Source: an optimization exercise on an open RTL-to-GDS flow (aim: small area, a short achievable clock period and few clock cycles per item). Production flows keep margins and buffers that such runs may drop.
No functional check of the RTL was part of this run.

### design/flow/config.mk
export PLATFORM = sky130hd
export DESIGN_NAME = Rsa256Wrapper
export DESIGN_NICKNAME = Rsa256Wrapper
export VERILOG_FILES = /design/flow/design.v
export SDC_FILE = /design/flow/constraint.sdc
export NUM_CORES = 8
export LEC_CHECK = 0
export CAP_MARGIN = 20
export CORE_MARGIN = 2
export CORE_UTILIZATION = 40
export SETUP_SLACK_MARGIN = 1.0
export SLEW_MARGIN = 45
export SYNTH_HIERARCHICAL = 1
### design/flow/constraint.sdc
create_clock -name core_clock -period 22.0 [get_ports {avm_clk}]
set_input_delay 4.4000 -clock core_clock [delete_from_list [all_inputs] [get_ports {avm_clk}]]
set_output_delay 4.4000 -clock core_clock [all_outputs]
set_load 0.01 [all_outputs]
### design/flow/design.v
module Rsa256Core #(
	parameter R  = 6,
	parameter NT = 262,           
	parameter WB = 263,           
	parameter WS = 264            
)(
	input  [WS-1:0] i_scf,
	input  [WS-1:0] i_ssf,
	input           i_cin,
	input  [R-1:0]  i_a,          
	input  [R-1:0]  i_q,          
	input  [WB-1:0] i_b,
	input  [NT-1:0] i_nt,
	output [WS-1:0] o_scf,
	output [WS-1:0] o_ssf,
	output          o_cin
);
localparam W = WS + R;        
wire [(2*R+2)*W-1:0] rows;
assign rows[0 +: W] = {{R{1'b1}}, i_scf};
assign rows[W +: W] = {{R{1'b1}}, i_ssf};
genvar j;
generate for (j = 0; j < R; j = j + 1) begin : g_pp
	wire [WB-1:0] pb = ~(i_b & {WB{i_a[j]}});
	wire [NT-1:0] pn = ~(i_nt & {NT{i_q[j]}});
	if (j == 0) begin : g0
		assign rows[(2*j+2)*W +: W] = {{(W-WB){1'b1}}, pb};
		assign rows[(2*j+3)*W +: W] = {{(W-NT){1'b1}}, pn};
	end else begin : gj
		assign rows[(2*j+2)*W +: W] = {{(W-WB-j){1'b1}}, pb, {j{1'b1}}};
		assign rows[(2*j+3)*W +: W] = {{(W-NT-j){1'b1}}, pn, {j{1'b1}}};
	end
end endgenerate
function automatic [1023:0] row_ranges(input integer dummy);
	reg [1023:0] t;
	integer k;
	begin
		t = 0;
		t[0 +: 32]  = {WS[15:0], 16'd0};
		t[32 +: 32] = {WS[15:0], 16'd0};
		for (k = 0; k < R; k = k + 1) begin
			t[(2*k+2)*32 +: 32] = {16'(k + WB), 16'(k)};
			t[(2*k+3)*32 +: 32] = {16'(k + NT), 16'(k)};
		end
		row_ranges = t;
	end
endfunction
wire [W-1:0] u, v;
CsaTree #(.W(W), .N(2*R+2), .CIN(1), .FILL(1), .RANGE(row_ranges(0))) tree (.rows(rows), .cin(~i_cin), .o_s(u), .o_c(v));
assign o_scf = u[W-1:R];
assign o_ssf = v[W-1:R];
assign o_cin = ~&{u[R-1:0], v[R-1:0]};
endmodule
module Rsa256QNext #(
	parameter R = 6
)(
	input  [2*R-1:0] i_sc,        
	input  [2*R-1:0] i_ss,
	input            i_cin,
	input  [2*R-1:0] i_pas,       
	input  [2*R-1:0] i_pac,
	input  [R-1:0]   i_q,         
	input  [R-1:0]   i_hp,        
	input  [R-1:0]   i_pbs,       
	input  [R-1:0]   i_pbc,
	output [R-1:0]   o_q
);
wire [2*R-1:0] vs, vc;
CsaTree #(.W(2*R), .N(4), .CIN(1), .FILL(0)) vtree (.rows({i_sc, i_ss, i_pas, i_pac}), .cin(i_cin), .o_s(vs), .o_c(vc));
wire clo;
KsAdd #(.W(R)) vlo (.a(vs[R-1:0]), .b(vc[R-1:0]), .ci(1'b0), .s(), .co(clo));
wire [(R+2)*R-1:0] rows;
assign rows[0 +: R] = vs[2*R-1:R];
assign rows[R +: R] = vc[2*R-1:R];
genvar j;
generate for (j = 0; j < R; j = j + 1) begin : g_pp
	assign rows[(j+2)*R +: R] = i_q[j] ? (i_hp << j) : {R{1'b0}};
end endgenerate
wire [R-1:0] hs, hc;
CsaTree #(.W(R), .N(R+2), .CIN(1), .FILL(0)) htree (.rows(rows), .cin(clo), .o_s(hs), .o_c(hc));
wire [R-1:0] ts, tc;
CsaTree #(.W(R), .N(4), .CIN(0), .FILL(0)) ttree (.rows({hs, hc, i_pbs, i_pbc}), .cin(1'b0), .o_s(ts), .o_c(tc));
KsAdd #(.W(R)) tadd (.a(ts), .b(tc), .ci(1'b0), .s(o_q), .co());
endmodule
module CsaTree #(
	parameter W    = 8,
	parameter N    = 3,
	parameter CIN  = 0,
	parameter FILL = 0,
	parameter [1023:0] RANGE = 0  
)(
	input  [N*W-1:0] rows,
	input            cin,
	output [W-1:0]   o_s,
	output [W-1:0]   o_c
);
function automatic integer nrows(input integer n, input integer l);
	integer k, i;
	begin
		k = n;
		for (i = 0; i < l; i = i + 1) k = (k / 3) * 2 + (k % 3);
		nrows = k;
	end
endfunction
function automatic integer nlevels(input integer n);
	integer k, l, i;
	begin
		k = n;
		l = 0;
		for (i = 0; i < 32; i = i + 1) if (k > 2) begin k = (k / 3) * 2 + (k % 3); l = l + 1; end
		nlevels = l;
	end
endfunction
localparam L = nlevels(N);
function automatic integer imin(input integer a, input integer b);
	imin = a < b ? a : b;
endfunction
function automatic integer imax(input integer a, input integer b);
	imax = a > b ? a : b;
endfunction
function automatic [8191:0] ranges(input integer dummy);
	reg [8191:0] t;
	integer i, k, g, ni, ng, lo, hi, a;
	begin
		t = 0;
		for (k = 0; k < N; k = k + 1)
			if (RANGE == 0) t[k*32 +: 32] = {16'(W), 16'd0};
			else t[k*32 +: 32] = RANGE[k*32 +: 32];
		for (i = 0; i < L; i = i + 1) begin
			ni = nrows(N, i);
			ng = ni / 3;
			for (g = 0; g < ni - 3 * ng; g = g + 1)
				t[((i+1)*N + g)*32 +: 32] = t[(i*N + 3*ng + g)*32 +: 32];
			for (g = 0; g < ng; g = g + 1) begin
				lo = W;
				hi = 0;
				for (k = 0; k < 3; k = k + 1) begin
					a = i*N + 3*g + k;
					lo = imin(lo, t[a*32 +: 16]);
					hi = imax(hi, t[a*32 + 16 +: 16]);
				end
				t[((i+1)*N + ni - 3*ng + 2*g)*32 +: 32] = {16'(hi), 16'(lo)};
				t[((i+1)*N + ni - 3*ng + 2*g + 1)*32 +: 32] =
					{16'(imin(hi + 1, W)), 16'((CIN && i == 0 && g == 0) ? 0 : lo + 1)};
			end
		end
		ranges = t;
	end
endfunction
localparam [8191:0] RT = ranges(0);
wire [(L+1)*N*W-1:0] r;
genvar i, g;
generate
	assign r[0 +: N*W] = rows;
	for (i = 0; i < L; i = i + 1) begin : g_lvl
		localparam NI = nrows(N, i);
		localparam NG = NI / 3;
		for (g = 0; g < NI - 3 * NG; g = g + 1) begin : g_pass
			assign r[((i+1)*N + g)*W +: W] = r[(i*N + 3*NG + g)*W +: W];
		end
		for (g = 0; g < NG; g = g + 1) begin : g_grp
			localparam integer RLO = RT[((i+1)*N + NI - 3*NG + 2*g)*32 +: 16];
			localparam integer RHI = RT[((i+1)*N + NI - 3*NG + 2*g)*32 + 16 +: 16];
			wire [W-1:0] c;
			CsaRow #(.W(W), .LO(RLO), .HI(RHI), .FILL(FILL)) row (
				.x(r[(i*N + 3*g)*W +: W]),
				.y(r[(i*N + 3*g + 1)*W +: W]),
				.z(r[(i*N + 3*g + 2)*W +: W]),
				.s(r[((i+1)*N + NI - 3*NG + 2*g)*W +: W]),
				.c(c)
			);
			if (CIN && i == 0 && g == 0) begin : g_cin
				assign r[((i+1)*N + NI - 3*NG + 2*g + 1)*W +: W] = {c[W-2:0], cin};
			end else begin : g_nocin
				assign r[((i+1)*N + NI - 3*NG + 2*g + 1)*W +: W] = {c[W-2:0], FILL[0]};
			end
		end
		for (g = NI - NG; g < N; g = g + 1) begin : g_fill
			assign r[((i+1)*N + g)*W +: W] = {W{1'b0}};
		end
	end
endgenerate
assign o_s = r[(L*N)*W +: W];
assign o_c = r[(L*N + 1)*W +: W];
endmodule
module CsaRow #(
	parameter W    = 8,
	parameter LO   = 0,         
	parameter HI   = 8,
	parameter FILL = 0
)(
	input  [W-1:0] x,
	input  [W-1:0] y,
	input  [W-1:0] z,
	output [W-1:0] s,
	output [W-1:0] c
);
genvar i;
generate for (i = 0; i < W; i = i + 1) begin : b
	if (i >= LO && i < HI) begin : fa
		assign s[i] = x[i] ^ y[i] ^ z[i];
		assign c[i] = (x[i] & y[i]) | (x[i] & z[i]) | (y[i] & z[i]);
	end else begin : k
		assign s[i] = FILL[0];
		assign c[i] = FILL[0];
	end
end endgenerate
endmodule
module BkAdd #(
	parameter W = 8
)(
	input  [W-1:0] a,
	input  [W-1:0] b,
	input          ci,
	output [W-1:0] s,
	output         co
);
wire [W-1:0] p;
wire [W:0]   c;
BkCarry #(.W(W)) carry (.a(a), .b(b), .ci(ci), .p(p), .c(c));
assign s  = p ^ c[W-1:0];
assign co = c[W];
endmodule
module BkCarry #(
	parameter W = 8
)(
	input  [W-1:0] a,
	input  [W-1:0] b,
	input          ci,
	output [W-1:0] p,
	output [W:0]   c
);
function automatic integer clog2(input integer x);
	integer n, i;
	begin
		n = 0;
		for (i = 0; i < 31; i = i + 1) if ((1 << i) < x) n = i + 1;
		clog2 = n;
	end
endfunction
localparam L = clog2(W + 1);
wire [(2*L)*(W+1)-1:0] g;
wire [(2*L)*(W+1)-1:0] pp;
assign g[0 +: W+1]  = {a & b, ci};
assign pp[0 +: W+1] = {a ^ b, 1'b0};
genvar lv, j;
generate
	for (lv = 0; lv < L; lv = lv + 1) begin : up
		for (j = 0; j <= W; j = j + 1) begin : b
			if ((j + 1) % (2 << lv) == 0) begin : op
				assign g[(lv+1)*(W+1) + j]  = g[lv*(W+1) + j] | (pp[lv*(W+1) + j] & g[lv*(W+1) + j - (1 << lv)]);
				assign pp[(lv+1)*(W+1) + j] = pp[lv*(W+1) + j] & pp[lv*(W+1) + j - (1 << lv)];
			end else begin : pass
				assign g[(lv+1)*(W+1) + j]  = g[lv*(W+1) + j];
				assign pp[(lv+1)*(W+1) + j] = pp[lv*(W+1) + j];
			end
		end
	end
	for (lv = L - 2; lv >= 0; lv = lv - 1) begin : dn
		for (j = 0; j <= W; j = j + 1) begin : b
			if ((j + 1) % (2 << lv) == (1 << lv) && j + 1 > (2 << lv)) begin : op
				assign g[(2*L-1-lv)*(W+1) + j]  = g[(2*L-2-lv)*(W+1) + j] | (pp[(2*L-2-lv)*(W+1) + j] & g[(2*L-2-lv)*(W+1) + j - (1 << lv)]);
				assign pp[(2*L-1-lv)*(W+1) + j] = pp[(2*L-2-lv)*(W+1) + j] & pp[(2*L-2-lv)*(W+1) + j - (1 << lv)];
			end else begin : pass
				assign g[(2*L-1-lv)*(W+1) + j]  = g[(2*L-2-lv)*(W+1) + j];
				assign pp[(2*L-1-lv)*(W+1) + j] = pp[(2*L-2-lv)*(W+1) + j];
			end
		end
	end
endgenerate
assign c = g[(2*L-1)*(W+1) +: W+1];
assign p = pp[W:1];
endmodule
module KsAdd #(
	parameter W = 8
)(
	input  [W-1:0] a,
	input  [W-1:0] b,
	input          ci,
	output [W-1:0] s,
	output         co
);
wire [W-1:0] p;
wire [W:0]   c;
KsCarry #(.W(W)) carry (.a(a), .b(b), .ci(ci), .p(p), .c(c));
assign s  = p ^ c[W-1:0];
assign co = c[W];
endmodule
module KsCarry #(
	parameter W = 8
)(
	input  [W-1:0] a,
	input  [W-1:0] b,
	input          ci,
	output [W-1:0] p,
	output [W:0]   c
);
function automatic integer clog2(input integer x);
	integer n, i;
	begin
		n = 0;
		for (i = 0; i < 31; i = i + 1) if ((1 << i) < x) n = i + 1;
		clog2 = n;
	end
endfunction
localparam L = clog2(W + 1);
wire [(L+1)*(W+1)-1:0] g;
wire [(L+1)*(W+1)-1:0] pp;
assign g[0 +: W+1]  = {a & b, ci};
assign pp[0 +: W+1] = {a ^ b, 1'b0};
genvar lv, j;
generate
	for (lv = 0; lv < L; lv = lv + 1) begin : lvl
		for (j = 0; j <= W; j = j + 1) begin : b
			if (j >= (1 << lv)) begin : op
				assign g[(lv+1)*(W+1) + j]  = g[lv*(W+1) + j] | (pp[lv*(W+1) + j] & g[lv*(W+1) + j - (1 << lv)]);
				assign pp[(lv+1)*(W+1) + j] = pp[lv*(W+1) + j] & pp[lv*(W+1) + j - (1 << lv)];
			end else begin : pass
				assign g[(lv+1)*(W+1) + j]  = g[lv*(W+1) + j];
				assign pp[(lv+1)*(W+1) + j] = pp[lv*(W+1) + j];
			end
		end
	end
endgenerate
assign c = g[L*(W+1) +: W+1];
assign p = pp[W:1];
endmodule
module MulLo #(
	parameter WA = 6,
	parameter WP = 6
)(
	input  [WA-1:0] a,
	input  [WP-1:0] b,
	output [WP-1:0] p
);
wire [WA*WP-1:0] rows;
genvar j;
generate for (j = 0; j < WA; j = j + 1) begin : g_pp
	assign rows[j*WP +: WP] = a[j] ? (b << j) : {WP{1'b0}};
end endgenerate
wire [WP-1:0] s, c;
CsaTree #(.W(WP), .N(WA), .CIN(0), .FILL(0)) tree (.rows(rows), .cin(1'b0), .o_s(s), .o_c(c));
KsAdd #(.W(WP)) add (.a(s), .b(c), .ci(1'b0), .s(p), .co());
endmodule
module MulCs #(
	parameter WA = 6,
	parameter WP = 6
)(
	input  [WA-1:0] a,
	input  [WP-1:0] b,
	output [WP-1:0] s,
	output [WP-1:0] c
);
wire [WA*WP-1:0] rows;
genvar j;
generate for (j = 0; j < WA; j = j + 1) begin : g_pp
	assign rows[j*WP +: WP] = a[j] ? (b << j) : {WP{1'b0}};
end endgenerate
CsaTree #(.W(WP), .N(WA), .CIN(0), .FILL(0)) tree (.rows(rows), .cin(1'b0), .o_s(s), .o_c(c));
endmodule
module Rsa256Wrapper (
    input         avm_rst,
    input         avm_clk,
    output  [4:0] avm_address,
    output        avm_read,
    input  [31:0] avm_readdata,
    output        avm_write,
    output [31:0] avm_writedata,
    input         avm_waitrequest
);
localparam R  = 10;                           
localparam NT = 256 + R;                     
localparam WB = NT + 1;                      
localparam WS = NT + 2;                      
localparam M  = (WS + R - 1) / R;            
localparam K  = R * M;                       
localparam RX_BASE     = 5'd0;
localparam TX_BASE     = 5'd4;
localparam STATUS_BASE = 5'd8;
localparam S_RXS   = 0;    
localparam S_RXD   = 1;    
localparam S_WAIT  = 2;    
localparam S_NT0   = 3;    
localparam S_NTA   = 4;    
localparam S_NTB   = 5;    
localparam S_DBLA  = 6;    
localparam S_DBLB  = 7;    
localparam S_SCAN  = 8;    
localparam S_MONT  = 9;    
localparam S_CONV  = 10;   
localparam S_FINAL = 11;   
localparam S_TXS   = 12;   
localparam S_TXD   = 13;   
localparam NS      = 14;
localparam O_PRE1 = 0;     
localparam O_PRE2 = 1;     
localparam O_SQR  = 2;     
localparam O_MUL1 = 3;     
localparam O_MUL3 = 4;     
localparam O_FIN  = 5;     
localparam NO     = 6;
logic [NS-1:0] st;
logic [NO-1:0] op;
logic         rd_r, wr_r;                
logic [4:0]   addr_r;
logic         rd_n, wr_n;
logic [4:0]   addr_n;
logic [8:0]   cnt;
logic [8:0]   bitcnt;                    
logic         keyed, started, fr;
logic         sq2;                       
logic [1:0]   mulp;                      
logic         shp, shk;                  
logic [255:0] N, D;
logic [256:0] Q;                         
logic [K-1:0] Cm;                        
logic [K-1:0] C3;                        
logic [WB-1:0] X;
logic [7:0]   txb, rxb;
logic [R-1:0] ad, q, dn, hp;             
logic [2*R-1:0] pas, pac;                
logic [WS-1:0] Scf, Ssf;                 
logic         cin;
assign avm_address   = addr_r;
assign avm_read      = rd_r;
assign avm_write     = wr_r;
assign avm_writedata = {24'd0, txb};
wire done = !avm_waitrequest;
wire [NT-1:0] Nt = {Q[NT-R:0], {(R-1){1'b1}}};
wire a_x  = op[O_PRE1] || op[O_SQR];
wire a_cm = op[O_MUL1];
wire a_c3 = op[O_PRE2] || op[O_MUL3];
wire d_c3 = op[O_PRE1] || op[O_PRE2];
wire [WS-1:0] t_scf, t_ssf;
wire          t_cin;
Rsa256Core #(.R(R), .NT(NT), .WB(WB), .WS(WS)) step (
    .i_scf(Scf), .i_ssf(Ssf), .i_cin(cin), .i_a(ad), .i_q(q),
    .i_b(X), .i_nt(Nt),
    .o_scf(t_scf), .o_ssf(t_ssf), .o_cin(t_cin)
);
wire [WS-1:0] nsum;
BkAdd #(.W(WS)) add (.a(Scf), .b(Ssf), .ci(~cin), .s(nsum), .co());
wire [WS-1:0] sum = ~nsum;
wire [2*R-1:0] nlo;
KsAdd #(.W(2*R)) addlo (.a(Scf[2*R-1:0]), .b(Ssf[2*R-1:0]), .ci(~cin), .s(nlo), .co());
wire [2*R-1:0] sum_lo = ~nlo;
wire          ge  = ~sum[WS-1];
wire conv_x = st[S_CONV] && !d_c3;       
logic [WB-1:0] X_next;
always_comb begin
    X_next = X;
    if (shp) X_next = {X[WB-9:0], rxb};
    if (conv_x) X_next = sum[WB-1:0];
    if (st[S_DBLB]) X_next = ge ? sum[WB-1:0] : ~Scf[WB-1:0];
end
wire more  = bitcnt != 9'd256;           
wire win3  = D[255] && D[254] && bitcnt != 9'd255;
wire [NO-1:0] op_conv = op[O_PRE1]                     ? (1 << O_PRE2) :
                        (op[O_SQR] && sq2)             ? (1 << O_SQR)  :
                        (op[O_SQR] && mulp == 2'd1)    ? (1 << O_MUL1) :
                        (op[O_SQR] && mulp == 2'd3)    ? (1 << O_MUL3) :
                                                         (1 << O_SQR);
logic [NO-1:0] cn;                       
logic [NO-1:0] op_next;
always_comb begin
    op_next = op;
    if (st[S_SCAN] && more && D[255]) op_next = 1 << O_PRE1;
    if (st[S_FINAL]) op_next = 1 << O_FIN;
    if (st[S_CONV]) op_next = cn;
end
wire decide = st[S_CONV] && !op[O_PRE1] && !op[O_FIN] &&
              !(op[O_SQR] && (sq2 || mulp != 2'd0));
wire [WB-1:0]  X_new  = conv_x ? sum[WB-1:0] : X;
wire [K-1:0]   C3_new = (st[S_CONV] && d_c3) ? {{(K-WB){1'b0}}, sum[WB-1:0]} : C3;
wire [2*R-1:0] X_new2 = conv_x ? sum_lo : X[2*R-1:0];
wire [2*R-1:0] C3_new2 = (st[S_CONV] && d_c3) ? sum_lo : C3[2*R-1:0];
wire nx_cm  = st[S_CONV] && cn[O_MUL1];
wire nx_c3  = st[S_CONV] && (cn[O_MUL3] || cn[O_PRE2]);
wire nx_fin = st[S_FINAL];
wire [2*R-1:0] a_first = nx_cm ? Cm[2*R-1:0] : nx_c3 ? C3_new2 :
                         nx_fin ? {{(2*R-1){1'b0}}, 1'b1} : X_new2;
wire [R-1:0] ad_first = a_first[R-1:0];
wire [K-1:0]  Xp = {{(K-WB){1'b0}}, X};
wire [6:0]    didx = cnt[6:0] + 7'd2;
logic [R-1:0] xdig;
always_comb begin
    xdig = '0;
    for (int i = 2; i < M; i++)
        if (didx == i) xdig = Xp[i*R +: R];
end
wire [R-1:0] dn_next = st[S_MONT] ? (a_x ? xdig : a_cm ? Cm[3*R-1:2*R] : a_c3 ? C3[3*R-1:2*R] : {R{1'b0}})
                                  : a_first[2*R-1:R];
wire [R-1:0]   ad_mont = dn;
wire [R-1:0]   ad_next = st[S_MONT] ? ad_mont : ad_first;
wire [2*R-1:0] pms, pmc, pgs, pgc;
MulCs #(.WA(R), .WP(2*R)) mul_pm (.a(ad_mont), .b(X[2*R-1:0]), .s(pms), .c(pmc));
MulCs #(.WA(R), .WP(2*R)) mul_pg (.a(ad_first), .b(X_new2), .s(pgs), .c(pgc));
wire [R-1:0] q_mont, q_first;
Rsa256QNext #(.R(R)) qnext (
    .i_sc(~Scf[2*R-1:0]), .i_ss(~Ssf[2*R-1:0]), .i_cin(cin), .i_pas(pas), .i_pac(pac), .i_q(q),
    .i_hp(hp), .i_pbs(pms[R-1:0]), .i_pbc(pmc[R-1:0]), .o_q(q_mont)
);
KsAdd #(.W(R)) qfirst (.a(pgs[R-1:0]), .b(pgc[R-1:0]), .ci(1'b0), .s(q_first), .co());
wire [R-1:0]   q_next  = st[S_MONT] ? q_mont : q_first;
wire ntlast = (cnt == R - 1);
wire rot1 = (st[S_SCAN] && more) || (decide && more && !win3);
wire rot2 = decide && more && win3;
always_ff @(posedge avm_clk) begin
    X   <= X_next;
    rxb <= avm_readdata[7:0];
    ad  <= ad_next;
    cn  <= op_conv;
    pas <= st[S_MONT] ? pms : pgs;
    pac <= st[S_MONT] ? pmc : pgc;
    q   <= q_next;
    dn  <= dn_next;
    hp  <= Q[R:1] + 1'b1;
    if (shp || (st[S_DBLB] && fr)) txb <= X_next[R+247 -: 8];
    if (st[S_MONT]) begin
        Scf <= t_scf;
        Ssf <= t_ssf;
        cin <= t_cin;
    end else if (st[S_DBLA] || st[S_DBLB]) begin
        Scf <= st[S_DBLA] ? ~{X[WS-2:256] & {(WS-257){fr}}, X[255:0], 1'b0}
                          : {ge ? nsum[WS-2:0] : Scf[WS-2:0], 1'b1};
        Ssf <= fr ? {{(WS-256-R){1'b0}}, N, {R{1'b0}}} : {{(WS-256){1'b0}}, N};
        cin <= 1'b1;
    end else if (st[S_NTA]) begin
        Scf <= ~{{(WS-257){1'b0}}, Q};
        Ssf <= Q[0] ? '1 : ~{{(WS-256){1'b0}}, N};
        cin <= 1'b0;
    end else begin
        Scf <= '1;
        Ssf <= '1;
        cin <= st[S_FINAL] && !started;
    end
    if (st[S_NT0])
        Q <= {2'b0, N[255:1]};
    else if (st[S_NTB])
        Q <= ntlast ? sum[256:0] : {1'b0, sum[256:1]};
    if (shk) begin
        D <= {D[247:0], X[255:248]};
        N <= {N[247:0], D[255:248]};
    end else if (rot1) begin
        D <= {D[254:0], D[255]};
    end else if (rot2) begin
        D <= {D[253:0], D[255:254]};
    end
    if (st[S_SCAN] && !started)
        Cm <= Xp;
    else if (st[S_MONT] && a_cm)
        Cm <= {Cm[R-1:0], Cm[K-1:R]};
    if (st[S_CONV] && d_c3)
        C3 <= C3_new;
    else if (st[S_MONT] && a_c3)
        C3 <= {C3[R-1:0], C3[K-1:R]};
end
always_comb begin
    rd_n   = st[S_RXS] || st[S_RXD] || st[S_TXS];
    wr_n   = st[S_TXD];
    addr_n = st[S_RXD] ? RX_BASE : st[S_TXD] ? TX_BASE : STATUS_BASE;
    if (st[S_RXS] && done && avm_readdata[7]) addr_n = RX_BASE;
    if (st[S_RXD] && done) begin
        if (cnt == (keyed ? 9'd31 : 9'd95)) rd_n = 1'b0;
        else addr_n = STATUS_BASE;
    end
    if (st[S_DBLB] && fr && cnt == R - 1) begin
        rd_n   = 1'b1;
        addr_n = STATUS_BASE;
    end
    if (st[S_TXS] && done && avm_readdata[6]) begin
        rd_n   = 1'b0;
        wr_n   = 1'b1;
        addr_n = TX_BASE;
    end
    if (st[S_TXD] && done) begin
        rd_n   = 1'b1;
        wr_n   = 1'b0;
        addr_n = STATUS_BASE;
    end
end
always_ff @(posedge avm_clk) begin
    rd_r   <= avm_rst ? 1'b1 : rd_n;
    wr_r   <= avm_rst ? 1'b0 : wr_n;
    addr_r <= avm_rst ? STATUS_BASE : addr_n;
end
always_ff @(posedge avm_clk or posedge avm_rst) begin
    if (avm_rst) begin
        st      <= 1 << S_RXS;
        op      <= 1 << O_SQR;
        cnt     <= 9'd0;
        bitcnt  <= 9'd0;
        keyed   <= 1'b0;
        started <= 1'b0;
        fr      <= 1'b0;
        sq2     <= 1'b0;
        mulp    <= 2'd0;
        shp     <= 1'b0;
        shk     <= 1'b0;
    end else begin
        shp <= (st[S_RXD] || st[S_TXD]) && done;
        shk <= st[S_RXD] && done && !keyed;
        op  <= op_next;
        if (st[S_RXS] && done && avm_readdata[7]) st <= 1 << S_RXD;
        if (st[S_RXD] && done) begin
            cnt <= cnt + 9'd1;
            if (cnt == (keyed ? 9'd31 : 9'd95)) begin
                keyed <= 1'b1;
                cnt   <= 9'd0;
                st    <= 1 << S_WAIT;
            end else begin
                st    <= 1 << S_RXS;
            end
        end
        if (st[S_WAIT]) begin
            cnt <= 9'd1;
            st  <= 1 << S_NT0;
        end
        if (st[S_NT0]) st <= 1 << S_NTA;
        if (st[S_NTA]) st <= 1 << S_NTB;
        if (st[S_NTB]) begin
            cnt <= cnt + 9'd1;
            if (ntlast) begin
                cnt <= 9'd0;
                fr  <= 1'b0;
                st  <= 1 << S_DBLA;
            end else begin
                st  <= 1 << S_NTA;
            end
        end
        if (st[S_DBLA]) st <= 1 << S_DBLB;
        if (st[S_DBLB]) begin
            cnt <= cnt + 9'd1;
            if (fr && cnt == R - 1) begin
                cnt <= 9'd0;
                st  <= 1 << S_TXS;
            end else if (!fr && cnt == K - 1) begin
                cnt     <= 9'd0;
                bitcnt  <= 9'd0;
                started <= 1'b0;
                st      <= 1 << S_SCAN;
            end
        end
        if (st[S_SCAN]) begin
            if (!more) begin
                st <= 1 << S_FINAL;
            end else begin
                bitcnt <= bitcnt + 9'd1;
                if (D[255]) begin
                    started <= 1'b1;
                    cnt     <= 9'd0;
                    st      <= 1 << S_MONT;
                end
            end
        end
        if (st[S_MONT]) begin
            cnt <= cnt + 9'd1;
            if (cnt == M - 1) begin
                cnt <= 9'd0;
                st  <= 1 << S_CONV;
            end
        end
        if (st[S_CONV]) begin
            if (op[O_FIN]) begin
                fr <= 1'b1;
                st <= 1 << S_DBLA;
            end else if (decide && !more) begin
                st <= 1 << S_FINAL;
            end else begin
                st <= 1 << S_MONT;
            end
            if (op[O_SQR] && sq2) sq2 <= 1'b0;
            else if (op[O_SQR]) mulp <= 2'd0;
            if (decide && more) begin
                if (win3) begin
                    bitcnt <= bitcnt + 9'd2;
                    sq2    <= 1'b1;
                    mulp   <= 2'd3;
                end else begin
                    bitcnt <= bitcnt + 9'd1;
                    sq2    <= 1'b0;
                    mulp   <= D[255] ? 2'd1 : 2'd0;
                end
            end
        end
        if (st[S_FINAL]) st <= started ? (1 << S_MONT) : (1 << S_CONV);
        if (st[S_TXS] && done && avm_readdata[6]) st <= 1 << S_TXD;
        if (st[S_TXD] && done) begin
            cnt <= cnt + 9'd1;
            if (cnt == 9'd30) begin
                cnt <= 9'd0;
                st  <= 1 << S_RXS;
            end else begin
                st  <= 1 << S_TXS;
            end
        end
    end
end
endmodule
### design/flow/flow/run.sh
#!/bin/bash
# Standard synthesis, then the standard ORFS layout steps with repair_timing
# aiming at a shorter period than the constraint (which stays as it is), and
# port buffers of a plain buffer cell.
set -euo pipefail
MARGIN=16.1
bash standard.sh synth > synth.log 2>&1
bash standard.sh SETUP_SLACK_MARGIN=$MARGIN SKIP_BUFFER_REMOVAL=1 \
    "BUFFER_PORTS_ARGS=-inputs -outputs -buffer_cell sky130_fd_sc_hd__buf_4" \
    floorplan place cts route finish > layout.log 2>&1
### design/flow/standard.sh
#!/bin/bash
# synth_recipe.tcl (not shown) runs the flow's synth.tcl, then flattens the netlist and writes it again
# the make line also repeats each setting of config.mk as NAME=value (left out here)
make -C /OpenROAD-flow-scripts/flow DESIGN_CONFIG=/design/flow/config.mk WORK_HOME=/design/flow/orfs CLKGATE_MAP_FILE= SYNTH_SCRIPT=/design/flow/synth_recipe.tcl "${@:-finish}"
==> impl_metrics.json <==
{
  "r2r.worst_path.cells": 22,
  "drive_gt1_frac": 0.0982,
  "final_cycle_utilization_of_the_critical_path": 0.282,
  "finalHoldWorstSlack_ns": 0.370,
  "critical_path.startpoint": "Scf[2]",
  "drtIter0Drc": 25200,
  "die-area_um2": 686000,
  "die_height_um": 828,
  "worst-slew-pin-transition_ns": 0.909,
  "place.gp.congestion": 0.997,
  "port_buffers": 22,
  "finClkSkew_ns": 0.0734,
  "cts.htree.levels": 5,
  "clock_insertion_delay_worst_skew_ns": 1.00,
  "top_level_ports": 74,
  "routed-via-count": 200000,
  "postSynthAreaPerCell_um2": 10.9,
  "remaining_drc_errors": 0,
  "timing.critical_path.to_type": "flip-flop",
  "final_critical_path_setup_slack_ns": 15.79,
  "unrepaired_setup_endpoints_after_global_routing": "yes",
  "data_required_time_at_the_worst_endpoint_ns": 22.84,
  "num_rows": 302,
  "globalRouteOverflowTotal": 0,
  "arrival_ns": 7.05,
  "dp.final_hpwl_um": 718000,
  "grt_start_max_net_pins": 150,
  "cts_tree": "done",
  "synthToLayoutAreaGrowth_pct": 7.15,
  "report.final.hold_viol_count": 0,
  "slew_viol_final": 0,
  "r2r_end": "q[9]",
  "max_cap_violations": 0,
  "place_ws_ns": 14.63,
  "fill_cells": 63400,
  "outcome": "no timing/DRC/antenna violations",
  "numCtsBuffers": 276,
  "cts.clk_slew.worst_paths_ns": 0.06,
  "start_util": 0.402,
  "finalNetCount": 30400,
  "antenna_violations_before_repair": 45,
  "core-area_um2": 676000,
  "layout.core_utilization": 0.430,
  "wire_per_inst_um": 29.4,
  "grt.total_usage": 0.283,
  "dieWidth_um": 828,
  "antenna_violating_nets_post_route": 0,
  "grt_pass1_wl_um": 1440000,
  "netlist_area_um2": 272000,
  "drt_pre_antenna_iters": 13,
  "path_class": "flip-flop to flip-flop",
  "achievable-frequency_mhz": 161,
  "period_minus_slack_ns": 6.21,
  "first_global_vias": 208000,
  "r2r_slack_ns": 15.79,
  "r2r-start": "Scf[2]",
  "cts.path.max_buffers": 4,
  "timing.critical_path.fanout_max": 10,
  "totalNegativeSetupSlack_ns": 0,
  "finalWirelength_um": 980000,
  "ctsRootBufferMaster": "clkbuf_16",
  "critical_path.startpoint_type": "flip-flop",
  "timing.critical_path.to": "q[9]",
  "max_slew_margin": 0.394,
  "numClockSinks": 2263,
  "syn-instance-count": 24800,
  "setup_viol": 0,
  "timing.hold.worst.class": "flip-flop to flip-flop",
  "route.detailed.vias_per_inst": 6.00,
  "synth_warnings": 7
}
==> cells in the final DEF, fill, tap and decap left out, types with 272 or more instances in the layout <==
cell          n
dfxtp_1     601
edfxtp_1   1568
conb_1      336
o21ai_0    1445
ha_1        302
nand3_1     309
nand2_1    7451
clkbuf_16   294
nor2_1      437
mux2i_1     754
a21o_1      409
buf_4       444
xor2_1      280
fa_1       5890
mux2_2      580
and2_1      378
a31oi_1     272
==> routing by layer <==
| layer | wire length [um] | GRT usage |
|---|---|---|
| met5 | 209 | 0.000560 |
| met4 | 53800 | 0.128 |
| met3 | 118000 | 0.0747 |
| met2 | 433000 | 0.427 |
| met1 | 376000 | 0.383 |
==> metrics by stage <==
stage / cells / instance area [um2]
6_report: 33300 / 291000
5_1_grt: 33300 / 291000
4_1_cts: 33200 / 289000
3_5_place_dp: 32600 / 278000
3_3_place_gp: 32500 / 276000
2_1_floorplan: 25100 / 273000
==> how the worst min path moves through the flow <==
stage               slack (ns)  cells past startpoint  start     to
floorplan                 0.36                      0  op[0]  cn[1]
CTS                       0.38                      2  cn[2]  op[2]
global route              0.40                      2  cn[2]  op[2]
finish                    0.37                      2  cn[2]  op[2]
detailed placement        0.41                      2  cn[2]  op[2]
global placement          0.41                      2  cn[2]  op[2]
==> worst max-delay path, cell delays in order, from the launching register on <==
cell and delay [ns]:
dfxtp_4 0.38, ha_4 0.28, a21o_1 0.21, a21oi_4 0.21
nand2_2 0.12, a21o_4 0.25, a31o_4 0.26, xor2_4 0.24
o21ai_4 0.11, buf_12 0.16, and2_1 0.15, fa_1 0.55
fa_1 0.44, fa_1 0.57, fa_1 0.44, fa_2 0.63
ha_4 0.24, nand2_1 0.06, nor2_1 0.04, a211oi_1 0.21
o21ai_1 0.12, xor2_1 0.17, mux2_2 0.25
==> state kept, by name, summed over array words and instances, names as in the netlist, 8 cells and up <==
signal and count:
C3 270, q 10, Cm 270, N 256
txb 8, pas 20, dn 10, Scf 268
D 256, cnt 9, Ssf 268, hp 10
X 267, Q 257, st 14, ad 10
bitcnt 9, rxb 8, pac 20
==> area by class of cell <==
type	instances	area [um2]	share of cell area
repair buffers	805	9010	0.0310
flip-flops and latches	2263	61400	0.211
multi-input cells	20600	199000	0.685
clock inverters	130	1450	0.00498
diodes	30	75.1	0.000258
clock buffers	373	7720	0.0265
well taps	8968	11200	0.0386
inverters	220	838	0.00288
==> what timing repair did <==
action	4_1_cts	5_1_grt
endpoints found under the hold margin	0	0
setup buffers	79	30
hold buffers	0	0
endpoints found under the setup margin	900	441
resized for setup	243	83
pin swaps	119	45
gates cloned	13	10

## what the ideal ports hide
The flow's constraints put no driver on any port. The routed layout listed below was extracted and timed again, unchanged, in two steps. Step 1 assumes that a clkbuf_16 drives the clock port and a buf_2 every other input. Step 2 also shifts input and output timing later by t, the mid clock arrival at the registers, as if the neighbouring blocks saw the same clock. Slacks: ideal / step 1 / step 2; pairs: ideal / step 1.
t, ns: 1.100
slack for setup (ns): 15.789 / 15.789 / 15.580
worst setup path after step 2: input to register
After both steps this run still meets setup and hold. The setup slack of this run moves by 0.000 ns with the drivers and by -0.209 ns with both steps.
